What follows belongs to an exercise in optimizing a design on an open flow for small area, a short achievable clock period and few clock cycles; a production flow would make more cautious choices. At most, simulation tests tie the RTL to the original design; equivalence was not proved. Power is estimated from default activity; no workload was simulated.

==> trial 67 <==
==> flow/design.v <==
module booth (clk, rst, start, multiplicand, multiplier, product, total_add_ops, total_sub_ops, done);
    input clk;
    input rst;
    input start;
    input [31:0] multiplicand;
    input [31:0] multiplier;
    output [63:0] product;
    output [4:0] total_add_ops;
    output [4:0] total_sub_ops;
    output reg done;
    reg [31:0] x_r;        
    reg [31:0] y_r;        
    reg        swap;       
    reg [7:0]  sel;        
    reg        busy;
    reg [63:0] p;
    reg [5:0]  t;          
    reg        one_l, two_l, neg_l, one_h, two_h, neg_h;
    function [7:0] groups_needed;
        input [31:0] v;
        reg [30:0] d;
        integer j;
        begin
            d = v[31:1] ^ v[30:0];    
            groups_needed[0] = 1'b1;
            for (j = 1; j < 8; j = j + 1)
                groups_needed[j] = |(d & ~((31'd1 << (4*j-1)) - 31'd1));
        end
    endfunction
    function [4:0] window;
        input [31:0] v;
        input [7:0] s;
        reg [32:0] vx;
        integer j;
        begin
            vx = {v, 1'b0};
            window = 5'd0;
            for (j = 0; j < 8; j = j + 1)
                window = window | ({5{s[j]}} & vx[4*j +: 5]);
        end
    endfunction
    wire [7:0] need_a  = groups_needed(multiplicand);
    wire [7:0] need_b  = groups_needed(multiplier);
    wire [7:0] need    = need_a & need_b;
    wire       swap_in = |(need_b & ~need_a);
    wire [7:0] top     = need & ~{1'b0, need[7:1]};
    wire [31:0] y_in   = swap_in ? multiplicand : multiplier;
    wire [7:0] sel_nx  = {1'b0, sel[7:1]};
    wire [4:0] win     = start ? window(y_in, top) : window(y_r, sel_nx);
    wire [32:0] xs = {x_r[31], x_r};
    wire [32:0] xd = {x_r, 1'b0};
    wire [32:0] l = (({33{one_l}} & xs) | ({33{two_l}} & xd)) ^ {33{neg_l}};
    wire [32:0] h = (({33{one_h}} & xs) | ({33{two_h}} & xd)) ^ {33{neg_h}};
    wire [35:0] v1 = {p[31:0], 1'b0, neg_h, 1'b0, neg_l};
    wire [35:0] v2 = {1'b1, ~l[32], l[32], l[32], l[31:0]};
    wire [35:0] v3 = {1'b0, ~h[32], h[31:0], 2'b00};
    wire [35:0] cs_s = v1 ^ v2 ^ v3;
    wire [35:0] cs_c = (v1 & v2) | (v1 & v3) | (v2 & v3);
    wire [37:0] lo = {2'b00, cs_s} + {1'b0, cs_c, 1'b0};
    wire        inc = lo[37];
    wire        dec = ~lo[37] & ~lo[36];
    wire [27:0] hp = p[59:32];
    reg  [27:0] hi;
    reg         ones, zeros;
    integer m;
    always @(*) begin
        ones = 1'b1;
        zeros = 1'b1;
        for (m = 0; m < 28; m = m + 1) begin
            hi[m] = hp[m] ^ ((inc & ones) | (dec & zeros));
            ones = ones & hp[m];
            zeros = zeros & ~hp[m];
        end
    end
    wire [31:0] b_v = swap ? x_r : y_r;
    wire [31:0] tr = b_v ^ {b_v[30:0], 1'b0};
    reg  [5:0]  tcount;
    integer q;
    always @(*) begin
        tcount = 6'd0;
        for (q = 0; q < 32; q = q + 1)
            tcount = tcount + {5'd0, tr[q]};
    end
    always @(posedge clk) begin
        if (start) begin
            x_r <= swap_in ? multiplier : multiplicand;
            y_r <= y_in;
            swap <= swap_in;
            sel <= top;
        end else if (busy) begin
            sel <= sel_nx;
        end
        if (start || busy) begin
            one_l <= win[1] ^ win[0];
            two_l <= (win[2] & ~win[1] & ~win[0]) | (~win[2] & win[1] & win[0]);
            neg_l <= win[2];
            one_h <= win[3] ^ win[2];
            two_h <= (win[4] & ~win[3] & ~win[2]) | (~win[4] & win[3] & win[2]);
            neg_h <= win[4];
        end
        if (start)
            p <= 64'd0;
        else if (busy)
            p <= {hi, lo[35:0]};
        if (busy)
            t <= tcount;
        if (rst) begin
            busy <= 1'b0;
            done <= 1'b0;
        end else if (start) begin
            busy <= 1'b1;
            done <= 1'b0;
        end else if (busy && sel[0]) begin
            busy <= 1'b0;
            done <= 1'b1;
        end
    end
    assign product = p;
    assign total_add_ops = t[5:1];
    assign total_sub_ops = t[5:1] + {4'd0, t[0]};
endmodule
module booth_mul (clk, rst, start, multiplicand, multiplier, product, total_add_ops, total_sub_ops, done);
    input clk;
    input rst;
    input start;
    input [31:0] multiplicand;
    input [31:0] multiplier;
    output [63:0] product;
    output [4:0] total_add_ops;
    output [4:0] total_sub_ops;
    output done;
    booth B (clk, rst, start, multiplicand, multiplier, product, total_add_ops, total_sub_ops, done);
endmodule
==> flow/run.sh <==
#!/bin/bash
# synth_recipe.tcl (not shown) runs the flow's synth.tcl, then flattens the netlist and writes it again
# the make line also repeats each setting of config.mk as NAME=value (left out here)
make -C /OpenROAD-flow-scripts/flow DESIGN_CONFIG=/design/flow/config.mk WORK_HOME=/design/flow/orfs CLKGATE_MAP_FILE= SYNTH_SCRIPT=/design/flow/synth_recipe.tcl finish
==> flow/config.mk <==
export PLATFORM = sky130hd
export DESIGN_NAME = booth_mul
export DESIGN_NICKNAME = booth_mul
export VERILOG_FILES = /design/flow/design.v
export SDC_FILE = /design/flow/constraint.sdc
export NUM_CORES = 4
export LEC_CHECK = 0
export ABC_CLOCK_PERIOD_IN_PS = 3000
export CAP_MARGIN = 20
export CORE_MARGIN = 2
export CORE_UTILIZATION = 40
export PLACE_DENSITY = 0.6
export SETUP_SLACK_MARGIN = 5
export SLEW_MARGIN = 20
==> flow/constraint.sdc <==
create_clock -name core_clock -period 8.0 [get_ports {clk}]
set_input_delay 1.6000 -clock core_clock [delete_from_list [all_inputs] [get_ports {clk}]]
set_output_delay 1.6000 -clock core_clock [all_outputs]
set_load 0.01 [all_outputs]
==> trial 60: changes against trial 67 <==
==> flow/design.v, changed modules only <==
module booth (clk, rst, start, multiplicand, multiplier, product, total_add_ops, total_sub_ops, done);
    input clk;
    input rst;
    input start;
    input [31:0] multiplicand;
    input [31:0] multiplier;
    output [63:0] product;
    output [4:0] total_add_ops;
    output [4:0] total_sub_ops;
    output reg done;
    reg [31:0] a_r;
    reg [31:0] b_r;
    reg        swap;       
    reg [7:0]  sel;        
    reg        busy;
    reg [63:0] p;
    reg [5:0]  t;          
    function [7:0] groups_needed;
        input [31:0] v;
        reg [30:0] d;
        integer j;
        begin
            d = v[31:1] ^ v[30:0];    
            groups_needed[0] = 1'b1;
            for (j = 1; j < 8; j = j + 1)
                groups_needed[j] = |(d & ~((31'd1 << (4*j-1)) - 31'd1));
        end
    endfunction
    wire [7:0] need_a = groups_needed(multiplicand);
    wire [7:0] need_b = groups_needed(multiplier);
    wire [7:0] need   = need_a & need_b;
    wire       swap_in = |(need_b & ~need_a);
    wire [7:0] top    = need & ~{1'b0, need[7:1]};
    wire [31:0] x = swap ? b_r : a_r;
    wire [31:0] y = swap ? a_r : b_r;
    wire [32:0] yx = {y, 1'b0};
    reg  [4:0]  win;
    integer k;
    always @(*) begin
        win = 5'd0;
        for (k = 0; k < 8; k = k + 1)
            win = win | ({5{sel[k]}} & yx[4*k +: 5]);
    end
    wire one_l = win[1] ^ win[0];
    wire two_l = (win[2] & ~win[1] & ~win[0]) | (~win[2] & win[1] & win[0]);
    wire neg_l = win[2];
    wire one_h = win[3] ^ win[2];
    wire two_h = (win[4] & ~win[3] & ~win[2]) | (~win[4] & win[3] & win[2]);
    wire neg_h = win[4];
    wire [32:0] xs = {x[31], x};
    wire [32:0] xd = {x, 1'b0};
    wire [32:0] l = (({33{one_l}} & xs) | ({33{two_l}} & xd)) ^ {33{neg_l}};
    wire [32:0] h = (({33{one_h}} & xs) | ({33{two_h}} & xd)) ^ {33{neg_h}};
    wire [35:0] v1 = {p[31:0], 1'b0, neg_h, 1'b0, neg_l};
    wire [35:0] v2 = {1'b1, ~l[32], l[32], l[32], l[31:0]};
    wire [35:0] v3 = {1'b0, ~h[32], h[31:0], 2'b00};
    wire [37:0] lo = {2'b00, v1} + {2'b00, v2} + {2'b00, v3};
    wire        inc = lo[37];
    wire        dec = ~lo[37] & ~lo[36];
    wire [27:0] hp = p[59:32];
    reg  [27:0] hi;
    reg         ones, zeros;
    integer m;
    always @(*) begin
        ones = 1'b1;
        zeros = 1'b1;
        for (m = 0; m < 28; m = m + 1) begin
            hi[m] = hp[m] ^ ((inc & ones) | (dec & zeros));
            ones = ones & hp[m];
            zeros = zeros & ~hp[m];
        end
    end
    wire [31:0] tr = b_r ^ {b_r[30:0], 1'b0};
    reg  [5:0]  tcount;
    integer q;
    always @(*) begin
        tcount = 6'd0;
        for (q = 0; q < 32; q = q + 1)
            tcount = tcount + {5'd0, tr[q]};
    end
    always @(posedge clk) begin
        if (start) begin
            a_r <= multiplicand;
            b_r <= multiplier;
            swap <= swap_in;
            sel <= top;
        end else if (busy) begin
            sel <= {1'b0, sel[7:1]};
        end
        if (start)
            p <= 64'd0;
        else if (busy)
            p <= {hi, lo[35:0]};
        if (busy)
            t <= tcount;
        if (rst) begin
            busy <= 1'b0;
            done <= 1'b0;
        end else if (start) begin
            busy <= 1'b1;
            done <= 1'b0;
        end else if (busy && sel[0]) begin
            busy <= 1'b0;
            done <= 1'b1;
        end
    end
    assign product = p;
    assign total_add_ops = t[5:1];
    assign total_sub_ops = t[5:1] + {4'd0, t[0]};
endmodule
--- a/flow/config.mk
+++ b/flow/config.mk
@@ -6,9 +6,7 @@
 export NUM_CORES = 4
 export LEC_CHECK = 0
-export ABC_CLOCK_PERIOD_IN_PS = 3000
 export CAP_MARGIN = 20
 export CORE_MARGIN = 2
 export CORE_UTILIZATION = 40
 export PLACE_DENSITY = 0.6
-export SETUP_SLACK_MARGIN = 5
 export SLEW_MARGIN = 20
==> build 75: changes against trial 67 <==
==> flow/design.v, changed modules only <==
module booth (clk, rst, start, multiplicand, multiplier, product, total_add_ops, total_sub_ops, done);
    input clk;
    input rst;
    input start;
    input signed [31:0] multiplicand;
    input signed [31:0] multiplier;
    output reg signed [63:0] product;
    output reg [4:0] total_add_ops;
    output reg [4:0] total_sub_ops;
    output reg done;
    reg [4:0] i;
    reg prev_bit;
    reg busy;
    reg signed [31:0] mcand;
    reg signed [31:0] mplier;
    wire curr_bit = mplier[i];
    wire signed [31:0] early_checker = mplier >>> (i + 5'd1);
    always @(posedge clk) begin
        if (rst) begin
            product <= 0;
            done <= 0;
            busy <= 0;
            total_add_ops <= 0;
            total_sub_ops <= 0;
            prev_bit <= 0;
            i <= 0;
        end
        else if (start && !busy) begin
            mcand <= multiplicand;
            mplier <= multiplier;
            product <= 0;
            done <= 0;
            busy <= 1;
            total_add_ops <= 0;
            total_sub_ops <= 0;
            i <= 0;
            prev_bit <= 0;
        end
        else if (busy) begin
            if (curr_bit != prev_bit) begin
                if (curr_bit == 1) begin
                    product <= product - (mcand <<< i);
                    total_sub_ops <= total_sub_ops + 1;
                end
                else begin
                    product <= product + (mcand <<< i);
                    total_add_ops <= total_add_ops + 1;
                end
            end
            if ((curr_bit == 0 && early_checker == 0) ||
                (curr_bit == 1 && early_checker == -1) ||
                (i == 31)) begin
                done <= 1;
                busy <= 0;
            end
            prev_bit <= curr_bit;
            i <= i + 1;
        end
    end
endmodule
--- a/flow/config.mk
+++ b/flow/config.mk
@@ -6,9 +6,7 @@
 export NUM_CORES = 4
 export LEC_CHECK = 0
-export ABC_CLOCK_PERIOD_IN_PS = 3000
 export CAP_MARGIN = 20
 export CORE_MARGIN = 2
 export CORE_UTILIZATION = 40
 export PLACE_DENSITY = 0.6
-export SETUP_SLACK_MARGIN = 5
 export SLEW_MARGIN = 20
==> qor summary <==
item                                                                                      trial 67                 build 75                 trial 60
Post-CTS Setup Inserts                                                                         107                        0                        0
Launch point of the critical path                                                 B.swap$_DFFE_PP_      B.i[1]$_SDFFE_PP0P_         B.swap$_DFFE_PP_
Detailed placer's ending HPWL                                                             29500 um                 38300 um                 38000 um
GR Util met2                                                                                 41.7%                    35.2%                    47.6%
Met3 Wirelength                                                                            2080 um                  3620 um                  2500 um
Portion of the clock cycle consumed by the worst path in the final layout                    68.3%                    90.1%                    97.8%
Run status                                                                 complete, no violations  complete, no violations  complete, no violations
Cell count after synthesis                                                                    1377                     1897                     1674
Area after DPL                                                                         0.0159 mm^2              0.0175 mm^2              0.0165 mm^2
Cell variety after synth                                                                        84                       95                       87
Global-route wire length before repair                                                    66700 um                 80000 um                 78500 um
Leakage component of the power                                                             7.90 nW                  6.80 nW                  6.85 nW
Non-clock buffer instance count of the final layout                                            324                      162                      247
Testbench counts of build 75, summed over its fixed seeds: cycles 45,967.
Only the layout flow was run in trial 67 and trial 60; the RTL was not checked for function there.

-- static timing again, ports no longer ideal --
Ports are ideal in the flow. The routed layouts listed here were re-timed in OpenROAD. Step 1 assumes that a clkbuf_16 drives the clock port and a buf_2 every other input. Step 2, shift: input delay + t, output delay - t, t = (earliest + latest rising clock arrival at the registers) / 2. This alone moves slack from input paths to output paths. a / b / c = ideal / step 1 / step 2; a / b = the first two.
run	t (ns)	setup WS [ns]	worst setup path after step 2	worst data-port slew with drivers (ns)
trial 67	0.482	2.534 / 2.534 / 2.534	register to register	0.06
trial 60	0.506	0.180 / 0.180 / 0.180	register to register	0.07
build 75	0.530	0.795 / 0.795 / 0.795	register to register	0.06
After both steps setup and hold are still met in every run listed.
